Context: an optimization exercise on an open-source flow, tuned for small area. The choices shown serve that exercise and are no tape-out recipe.
The RTL was checked by simulation tests, not by an equivalence proof against the original design.
No activity file was given, so power comes from the tool's default toggle rates.

Design agc_core, start of the top module:
module agc_core(
    input wire clk,
    input wire rst,
    input wire BLKUPL_n,
    input wire BMGXM,
    input wire BMGXP,
    input wire BMGYM,
    input wire BMGYP,
    input wire BMGZM,
    input wire BMGZP,
    input wire CAURST,
    input wire CDUFAL,
    input wire CDUXM,
    input wire CDUXP,
    input wire CDUYM,
    input wire CDUYP,
    input wire CDUZM,
    input wire CDUZP,
    input wire CTLSAT,
    input wire DBLTST,
    input wire DKBSNC,
    input wire DKEND,
    input wire DKSTRT,
    input wire DOSCAL,
    input wire FLTOUT,
    input wire FREFUN,
    input wire GATEX_n,
    input wire GATEY_n,
    input wire GATEZ_n,
    input wire GCAPCL,
    input wire GUIREL,
    input wire HOLFUN,
    input wire IMUCAG,
    input wire IMUFAL,
    input wire IMUOPR,
    input wire IN3008,
    input wire IN3212,
    input wire IN3213,
    input wire IN3214,
    input wire IN3216,
    input wire IN3301,
    input wire ISSTOR,
    input wire LEMATT,
    input wire LFTOFF,
    input wire LRIN0,
    input wire LRIN1,
    input wire LRRLSC,
    input wire LVDAGD,
    input wire MAINRS,
    input wire MAMU,
    input wire MANmP,
    input wire MANmR,
    input wire MANmY,
    input wire MANpP,
    input wire MANpR,
    input wire MANpY,
    input wire MARK,
    input wire MDT01,
    input wire MDT02,
    input wire MDT03,
    input wire MDT04,
    input wire MDT05,
    input wire MDT06,
    input wire MDT07,
    input wire MDT08,
    input wire MDT09,
    input wire MDT10,
    input wire MDT11,
    input wire MDT12,
  ...
For scale: about 17000 cells after synthesis, roughly 360 I/O pins.
==> flow/config.mk <==
export PLATFORM = sky130hd
export DESIGN_NAME = agc_core
export DESIGN_NICKNAME = agc_core
export VERILOG_FILES = /design/flow/design.v
export SDC_FILE = /design/flow/constraint.sdc
export NUM_CORES = 8
export LEC_CHECK = 0
export CAP_MARGIN = 20
export CORE_MARGIN = 2
export CORE_UTILIZATION = 45
export CTS_BUF_LIST = sky130_fd_sc_hd__clkbuf_8
export CTS_CLUSTER_DIAMETER = 50
export CTS_CLUSTER_SIZE = 14
export SLEW_MARGIN = 20
==> flow/constraint.sdc <==
create_clock -name core_clock -period 10.0 [get_ports {clk}]
set_input_delay 2.0000 -clock core_clock [delete_from_list [all_inputs] [get_ports {clk}]]
set_output_delay 2.0000 -clock core_clock [all_outputs]
set_load 0.01 [all_outputs]
run.sh (not shown) runs the stock make flow with config.mk's settings and CLKGATE_MAP_FILE= SYNTH_SCRIPT=/design/flow/synth_recipe.tcl, a recipe that flattens the netlist after the stock synthesis.
The starting point finished with timing, DRC and antenna clean.
Then changed:
Settings changed: CTS_BUF_LIST sky130_fd_sc_hd__clkbuf_8 to sky130_fd_sc_hd__clkbuf_16, CTS_CLUSTER_DIAMETER 50 to 60, CTS_CLUSTER_SIZE 14 to 24.
Outcome: Area after synthesis stays the same; fmax climbs by 2.8%; synthesized cell count stays the same; die area does not change; worst hold slack is worse by 0.0050 ns; worst setup slack is better by 0.16 ns; cell count drops by 1.7%; routed wire length drops by 0.89%; non-clock buffer count stays the same.

========
08-05:
Starting RTL as in the previous note.
Settings: LEC_CHECK=0, CAP_MARGIN=20, CORE_MARGIN=2, CORE_UTILIZATION=45, CTS_BUF_LIST=sky130_fd_sc_hd__clkbuf_4, SLEW_MARGIN=20; clock period 10.0 ns.
Both conditions hold for 08-05: the flow ran to the end and the final layout passed the timing, design-rule and antenna checks.
The inputs of 10-26 differ from those of 08-05 as listed below.
- a deleted CTS_BUF_LIST that had been sky130_fd_sc_hd__clkbuf_4
Total wirelength of the detailed-routed design was higher in the run labelled 08-05. 10-26 reports its end of the critical path as ERAS_WDATA[4] while 08-05 reports MWL13. Compared with 08-05, 10-26 has extra setup slack. Sort 08-05 and 10-26 by total leakage power, descending, and 08-05 comes first. In 10-26 the met1 layer wirelength in the final routing turned out about 0.7% lower than in 08-05.

========
## run 1
Another version of the RTL of agc_core (not shown whole).
Size: about 7,400 flip-flops, about 360 I/O pins.
Settings: LEC_CHECK=0, CAP_MARGIN=20, CORE_MARGIN=2, CORE_UTILIZATION=65, SLEW_MARGIN=20; clock period 10.0 ns.
standard.sh (not shown) runs the stock make flow with config.mk's settings and CLKGATE_MAP_FILE= SYNTH_SCRIPT=/design/flow/synth_recipe.tcl, a recipe that flattens the netlist after the stock synthesis.
==> flow/flow/run.sh <==
#!/bin/bash
# Own layout flow: the standard flow (standard.sh, unchanged synthesis),
# with two placement/CTS arguments changed:
#  - port buffers use the smallest buffer (buf_1) instead of the default pick;
#  - clock tree synthesis without dummy loads, with the clustering settings below.
# Every tool's output goes to flow.log here; ORFS keeps its per-step logs in orfs/logs.
set -euo pipefail
cd "$(dirname "$0")/.."
CTS="-sink_clustering_enable -repair_clock_nets -dont_use_dummy_load"
CTS="$CTS -buf_list sky130_fd_sc_hd__clkbuf_8 -sink_clustering_size 17 -sink_clustering_max_diameter 60"
bash standard.sh "CTS_ARGS=$CTS" "BUFFER_PORTS_ARGS=-buffer_cell sky130_fd_sc_hd__buf_1" finish > flow.log 2>&1
Modified inputs, run 2 compared to run 1
diff --git a/flow/flow/run.sh b/flow/flow/run.sh
--- a/flow/flow/run.sh
+++ b/flow/flow/run.sh
@@ -9,3 +9,3 @@
 CTS="-sink_clustering_enable -repair_clock_nets -dont_use_dummy_load"
-CTS="$CTS -buf_list sky130_fd_sc_hd__clkbuf_8 -sink_clustering_size 17 -sink_clustering_max_diameter 60"
+CTS="$CTS -buf_list sky130_fd_sc_hd__clkbuf_8 -sink_clustering_size 19 -sink_clustering_max_diameter 70"
 bash standard.sh "CTS_ARGS=$CTS" "BUFFER_PORTS_ARGS=-buffer_cell sky130_fd_sc_hd__buf_1" finish > flow.log 2>&1
[summary]
- Run 2 and run 1 ended up with roughly the same switching share of power.
- Going from run 1 to run 2, count of clock-buffer cells in the layout fell by 55, power density normalized to cell area fell by 0.81%.

========
07-27:
Another version of the RTL of agc_core (not shown whole).
Size in the first run: about 17000 cells after synthesis, ~360 I/O pins, ~220000 um^2 of cells after synthesis.
==> flow/config.mk <==
export PLATFORM = sky130hd
export DESIGN_NAME = agc_core
export DESIGN_NICKNAME = agc_core
export VERILOG_FILES = /design/flow/design.v
export SDC_FILE = /design/flow/constraint.sdc
export NUM_CORES = 8
export LEC_CHECK = 0
export CAP_MARGIN = 20
export CORE_MARGIN = 2
export CORE_UTILIZATION = 45
export CTS_BUF_LIST = sky130_fd_sc_hd__clkbuf_8
export CTS_CLUSTER_DIAMETER = 50
export CTS_CLUSTER_SIZE = 14
export SLEW_MARGIN = 20
==> flow/constraint.sdc <==
create_clock -name core_clock -period 10.0 [get_ports {clk}]
set_input_delay 2.0000 -clock core_clock [delete_from_list [all_inputs] [get_ports {clk}]]
set_output_delay 2.0000 -clock core_clock [all_outputs]
set_load 0.01 [all_outputs]
==> flow/flow/run.sh <==
#!/bin/bash
# Own layout flow: the standard flow (standard.sh, unchanged synthesis),
# with two placement/CTS arguments changed:
#  - port buffers use the smallest buffer (buf_1) instead of the default pick;
#  - clock tree synthesis without dummy loads, with the clustering settings below.
# Every tool's output goes to flow.log here; ORFS keeps its per-step logs in orfs/logs.
set -euo pipefail
cd "$(dirname "$0")/.."
CTS="-sink_clustering_enable -repair_clock_nets -dont_use_dummy_load"
CTS="$CTS -buf_list sky130_fd_sc_hd__clkbuf_8 -sink_clustering_size 18 -sink_clustering_max_diameter 40"
bash standard.sh "CTS_ARGS=$CTS" "BUFFER_PORTS_ARGS=-buffer_cell sky130_fd_sc_hd__buf_1" finish > flow.log 2>&1
No stage failed in 07-27, and the final checks on the layout all came back clean.
### 07-27 -> 12-04
--- a/flow/flow/run.sh
+++ b/flow/flow/run.sh
@@ -9,3 +9,3 @@
 CTS="-sink_clustering_enable -repair_clock_nets -dont_use_dummy_load"
-CTS="$CTS -buf_list sky130_fd_sc_hd__clkbuf_8 -sink_clustering_size 18 -sink_clustering_max_diameter 40"
+CTS="$CTS -buf_list sky130_fd_sc_hd__clkbuf_8 -sink_clustering_size 14 -sink_clustering_max_diameter 50"
 bash standard.sh "CTS_ARGS=$CTS" "BUFFER_PORTS_ARGS=-buffer_cell sky130_fd_sc_hd__buf_1" finish > flow.log 2>&1
==> comparison <==
- 12-04 went all the way through the flow, and no timing, DRC or antenna check failed.
- Diff 07-27 -> 12-04: final cell count decreased by 0.30% relative to the old numbers, core utilization decreased by 0.24 points relative to the old numbers.
- Any difference in total wire length after detailed routing between 07-27 and 12-04 is small enough to ignore.
- Lower number of antenna violations at the first check in global routing was reported by 12-04, not 07-27.
- As far as vias per cell is concerned, 12-04 and 07-27 perform about the same.
- Total routing usage reported by global routing: 12-04 vs 07-27, no meaningful difference
- Total power in 12-04 is 0.00089 W below 07-27.
- Looking at 12-04 and 07-27, the first-pass GRT wire length is a wash.
- First-iteration DRC count: 12-04 < 07-27
- 12-04 reports a higher proportion of cell area occupied by registers than 07-27 does.
- Any difference in via count between 07-27 and 12-04 is small enough to ignore.

==> separate check: timing with driven ports <==
How much do the figures lean on ideal ports? The routed layouts below were timed once more, with nothing changed but the port constraints.
Step 1, drivers: a clkbuf_16 drives clk and a buf_2 each remaining input, both assumed.
Step 2 times the ports against the registers' clock, not the clock port: input delays grow and output delays shrink by t, the midpoint of the rising clock arrivals with the driver on.
Three values: no drivers, after step 1, after step 2; two values: the first two.
run	t, ns	slack for setup (ns)	clock arrival spread, ns
the first run of note 1	1.411	3.979 / 3.945 / 3.945	0.097 / 0.097
the second run of note 1	1.147	4.142 / 4.108 / 4.108	0.098 / 0.099
08-05	1.844	3.866 / 3.760 / 4.109	0.218 / 0.219
10-26	1.155	3.988 / 3.954 / 3.954	0.089 / 0.089
run 1	1.225	4.955 / 4.853 / 4.661	0.090 / 0.090
run 2	1.225	4.904 / 4.790 / 4.627	0.061 / 0.062
07-27	1.351	4.677 / 4.556 / 4.822	0.202 / 0.201
12-04	1.327	4.790 / 4.668 / 4.829	0.156 / 0.156
After both steps every run listed still meets setup and hold. The setup slack of run 1, which loses most, moves by -0.102 ns with the drivers and by -0.294 ns with both steps.
